Background: an optimization exercise with open tools, aiming at small area. Do not read the settings as production practice.
Only simulation tests tie the RTL to the original design; equivalence was not proved.
The clock port is modelled as an ideal driver; clocking choices that lean on that would not hold on a real chip.
Power figures rest on the tool's default switching activity, not on a simulated workload.

Setup of garnet:
==> module votingmachine, before the edit <==
module votingmachine(
    input reset,
    input clk,
    input mode,
    input button1,
    input button2,
    input button3,
    input button4,
    output [7:0] leds
);
    wire [3:0] btn = {button4, button3, button2, button1};
    wire [3:0] vv;
    genvar g;
    generate
        for (g = 0; g < 4; g = g + 1) begin : deb
            reg  [3:0] st;
            reg        nb, at10, v;
            always @(*) begin
                case (st)
                    4'b0001, 4'b0011, 4'b0101, 4'b1010, 4'b1110: nb = 1'b0;
                    default: nb = 1'b1;
                endcase
                at10 = (st == 4'b1011);
                v    = (st == 4'b0111) | (st == 4'b1000) | (st == 4'b1100);
            end
            assign vv[g] = v;
            always @(posedge clk or posedge reset) begin
                if (reset)       st <= 4'b0000;
                else if (btn[g]) st <= {st[2:0], nb};
                else             st <= {at10, 3'b000};
            end
        end
    endgenerate
    wire       any = |vv;
    wire [1:0] idx = vv[0] ? 2'd0 : vv[1] ? 2'd1 : vv[2] ? 2'd2 : 2'd3;
    wire [3:0] en;
    assign en[0] = !mode & vv[0];
    assign en[1] = !mode & !vv[0] & vv[1];
    assign en[2] = !mode & !vv[0] & !vv[1] & vv[2];
    assign en[3] = !mode & !vv[0] & !vv[1] & !vv[2] & vv[3];
    reg [7:0] cnt [0:3];
    generate
        for (g = 0; g < 4; g = g + 1) begin : vc
            wire [8:0] t;
            assign t[0] = en[g];
            genvar b;
            for (b = 0; b < 8; b = b + 1) begin : bt
                assign t[b+1] = t[b] & cnt[g][b];
            end
            always @(posedge clk or posedge reset) begin
                if (reset) cnt[g] <= 8'd0;
                else cnt[g] <= cnt[g] ^ t[7:0];
            end
        end
    endgenerate
    reg [2:0] ds;
    always @(posedge clk or posedge reset) begin
        if (reset) ds <= 3'd0;
        else ds <= {mode & any, idx[1], any & (!mode | idx[0])};
    end
    assign leds = ds[2] ? cnt[ds[1:0]] : {8{ds[0]}};
endmodule
export LEC_CHECK = 0
export CAP_MARGIN = 20
export CORE_MARGIN = 2
export CORE_UTILIZATION = 70
export SLEW_MARGIN = 20
create_clock -name core_clock -period 5.0 [get_ports {clk}]
standard.sh (not shown) runs the stock make flow with config.mk's settings and CLKGATE_MAP_FILE= SYNTH_SCRIPT=/design/flow/synth_recipe.tcl, a recipe that flattens the netlist after the stock synthesis.
==> flow/flow/run.sh <==
#!/bin/bash
# Layout flow: the standard ORFS flow (standard.sh) with these changes:
#  - synthesis is the standard flow's synthesis script unchanged except that ABC maps
#    the logic with an area-oriented script (flow/area.abc) instead of
#    ORFS's speed script; registers are mapped before ABC, as before;
#  - ports are buffered with sky130_fd_sc_hd__buf_1;
set -euo pipefail
HERE=$(pwd)

# Synthesis script: ORFS's synth.tcl with the ABC script swapped.
sed "s|log_cmd abc {\*}\$abc_args|set abc_args [lreplace \$abc_args 1 1 $HERE/flow/area.abc]\n  log_cmd abc {*}\$abc_args|" \
  "$FLOW_HOME/scripts/synth.tcl" > "$HERE/synth_area.tcl"
grep -q "flow/area.abc" "$HERE/synth_area.tcl"
sed "s|source \$::env(SCRIPTS_DIR)/synth.tcl|source $HERE/synth_area.tcl|" synth_recipe.tcl > "$HERE/synth_recipe_area.tcl"
grep -q "synth_area.tcl" "$HERE/synth_recipe_area.tcl"
sed "s|SYNTH_SCRIPT=[^ ]*|SYNTH_SCRIPT=$HERE/synth_recipe_area.tcl|" standard.sh > "$HERE/standard_area.sh"
grep -q "synth_recipe_area.tcl" "$HERE/standard_area.sh"

export BUFFER_PORTS_ARGS="-buffer_cell sky130_fd_sc_hd__buf_1"
export POST_CTS_TCL="$HERE/flow/post_cts.tcl"
export CTS_ARGS="-sink_clustering_enable -repair_clock_nets -dont_use_dummy_load -buf_list {sky130_fd_sc_hd__clkbuf_4}"

bash "$HERE/standard_area.sh" synth > "$HERE/synth.log" 2>&1
bash standard.sh > "$HERE/layout.log" 2>&1
Other scripts of this flow, unchanged in this note and not shown: flow/flow/area.abc, flow/flow/post_cts.tcl
Input-level comparison between lagoon and garnet:
diff --git a/flow/design.v b/flow/design.v
--- a/flow/design.v
+++ b/flow/design.v
@@ -15,14 +15,14 @@
         for (g = 0; g < 4; g = g + 1) begin : deb
             reg  [3:0] st;
             reg        nb, at10, v;
             always @(*) begin
                 case (st)
-                    4'b0001, 4'b0011, 4'b0101, 4'b1010, 4'b1110: nb = 1'b0;
-                    default: nb = 1'b1;
+                    4'b0001, 4'b0011, 4'b0101, 4'b1010: nb = 1'b0;
+                    default:                            nb = 1'b1;
                 endcase
-                at10 = (st == 4'b1011);
+                at10 = (st == 4'b1011) | (st == 4'b1110);
                 v    = (st == 4'b0111) | (st == 4'b1000) | (st == 4'b1100);
             end
             assign vv[g] = v;
             always @(posedge clk or posedge reset) begin
                 if (reset)       st <= 4'b0000;
Multi-input combinational area share in lagoon vs garnet: up 0.94 points
Looking at growth of design area from synthesis to finish, lagoon sits 0.33 points lower than garnet does.
lagoon has more setup slack than garnet.
Adder-cell area share of the yosys netlist of lagoon is on par with garnet.
Compare garnet and lagoon | power consumed by the clock network higher: garnet

========
## blue
Another version of the RTL of votingmachine (not shown whole).
Size: roughly 260 cells after synthesis, ~51 flip-flops, about 15 I/O pins.
==> module votingmachine, before the edit <==
module votingmachine(
    input reset,
    input clk,
    input mode,
    input button1,
    input button2,
    input button3,
    input button4,
    output [7:0] leds
);
    wire [3:0] btn = {button4, button3, button2, button1};
    reg  [3:0] st [0:3];
    wire [3:0] vv;
    genvar g;
    generate
        for (g = 0; g < 4; g = g + 1) begin : deb
            assign vv[g] = st[g][3] & st[g][2] & st[g][1];
            always @(posedge clk or posedge reset) begin
                if (reset) st[g] <= 4'd0;
                else if (btn[g]) begin
                    if (st[g] == 4'd10) st[g] <= 4'hF;
                    else if (st[g][3] & st[g][1] & st[g][0]) st[g] <= 4'hB;   
                    else if (st[g] == 4'hE) st[g] <= 4'd1;
                    else st[g] <= st[g] + 4'd1;
                end else begin
                    if (st[g] == 4'd10) st[g] <= 4'hE;
                    else st[g] <= 4'd0;
                end
            end
        end
    endgenerate
    wire       any = |vv;
    wire [1:0] idx = vv[0] ? 2'd0 : vv[1] ? 2'd1 : vv[2] ? 2'd2 : 2'd3;
    reg [7:0] cnt [0:3];
    generate
        for (g = 0; g < 4; g = g + 1) begin : vc
            always @(posedge clk or posedge reset) begin
                if (reset) cnt[g] <= 8'd0;
                else if (!mode && any && idx == g) cnt[g] <= cnt[g] + 8'd1;
            end
        end
    endgenerate
    reg [2:0] ds;
    always @(posedge clk or posedge reset) begin
        if (reset) ds <= 3'd0;
        else if (mode) ds <= any ? {1'b1, idx} : 3'd0;
        else ds <= {2'b00, any};
    end
    assign leds = ds[2] ? cnt[ds[1:0]] : {8{ds[0]}};
endmodule
Settings: LEC_CHECK=0, CAP_MARGIN=20, CORE_MARGIN=2, CORE_UTILIZATION=40, SLEW_MARGIN=20; clock period 5.0 ns.
run.sh (not shown) runs the stock make flow with config.mk's settings and CLKGATE_MAP_FILE= SYNTH_SCRIPT=/design/flow/synth_recipe.tcl, a recipe that flattens the netlist after the stock synthesis.
Stock flow here: none of the scripts above is used.
Here is what was changed in the inputs of orange compared with blue.
==> flow/design.v <==
module votingmachine(
    input reset,
    input clk,
    input mode,
    input button1,
    input button2,
    input button3,
    input button4,
    output [7:0] leds
);
    wire [3:0] btn = {button4, button3, button2, button1};
    wire [3:0] vv;
    genvar g;
    generate
        for (g = 0; g < 4; g = g + 1) begin : deb
            reg  [3:0] st;
            reg        nb, at10, v;
            always @(*) begin
                case (st)
                    4'b0001, 4'b0011, 4'b0101, 4'b1010: nb = 1'b0;
                    default:                            nb = 1'b1;
                endcase
                at10 = (st == 4'b1011) | (st == 4'b1110);
                v    = (st == 4'b0111) | (st == 4'b1000) | (st == 4'b1100);
            end
            assign vv[g] = v;
            always @(posedge clk or posedge reset) begin
                if (reset)       st <= 4'b0000;
                else if (btn[g]) st <= {st[2:0], nb};
                else             st <= {at10, 3'b000};
            end
        end
    endgenerate
    wire       any = |vv;
    wire [1:0] idx = vv[0] ? 2'd0 : vv[1] ? 2'd1 : vv[2] ? 2'd2 : 2'd3;
    wire [3:0] en;
    assign en[0] = !mode & vv[0];
    assign en[1] = !mode & !vv[0] & vv[1];
    assign en[2] = !mode & !vv[0] & !vv[1] & vv[2];
    assign en[3] = !mode & !vv[0] & !vv[1] & !vv[2] & vv[3];
    reg [7:0] cnt [0:3];
    generate
        for (g = 0; g < 4; g = g + 1) begin : vc
            wire [8:0] t;
            assign t[0] = en[g];
            genvar b;
            for (b = 0; b < 8; b = b + 1) begin : bt
                assign t[b+1] = t[b] & cnt[g][b];
            end
            always @(posedge clk or posedge reset) begin
                if (reset) cnt[g] <= 8'd0;
                else cnt[g] <= cnt[g] ^ t[7:0];
            end
        end
    endgenerate
    reg [2:0] ds;
    always @(posedge clk or posedge reset) begin
        if (reset) ds <= 3'd0;
        else if (mode) ds <= any ? {1'b1, idx} : 3'd0;
        else ds <= {2'b00, any};
    end
    assign leds = ds[2] ? cnt[ds[1:0]] : {8{ds[0]}};
endmodule
Notes after the runs:
- Between orange and blue, it is orange whose post-detailed-placement half-perimeter wirelength is lower, by about 25%.
- Routed wire length: orange < blue
- Looking at area of the die across orange and blue, the one that comes out higher is blue.
- Delta (orange minus blue): multi-input combinational cell area lower; part of the power in combinational logic now sits higher; wire length of the first global-routing pass -about 26%; share of cell area taken by multi-input logic gates decreased by 4.7 points relative to the old numbers.

==> re-timing with driven ports <==
How much do the figures lean on ideal ports? The routed layouts below were timed once more, with nothing changed but the port constraints.
Step 1 assumes that a clkbuf_16 drives the clock port and a buf_2 every other input.
Step 2 also shifts input and output timing later by t, the mid clock arrival at the registers, as if the neighbouring blocks saw the same clock.
Slacks: ideal ports / drivers / drivers and shift; pairs: ideal ports / drivers.
run | t (ns) | setup slack, ns | worst setup path after step 2 | clock arrival spread, ns | worst data-port slew with drivers (ns)
garnet | 0.408 | 1.932 / 1.909 / 2.051 | input to register | 0.038 / 0.038 | 0.04
lagoon | 0.385 | 2.003 / 1.981 / 2.060 | input to register | 0.030 / 0.029 | 0.03
blue | 0.332 | 1.731 / 1.703 / 2.035 | register to output | 0.009 / 0.008 | 0.04
orange | 0.325 | 1.733 / 1.706 / 1.760 | input to register | 0.007 / 0.007 | 0.04
After both steps setup and hold are still met in every run listed.
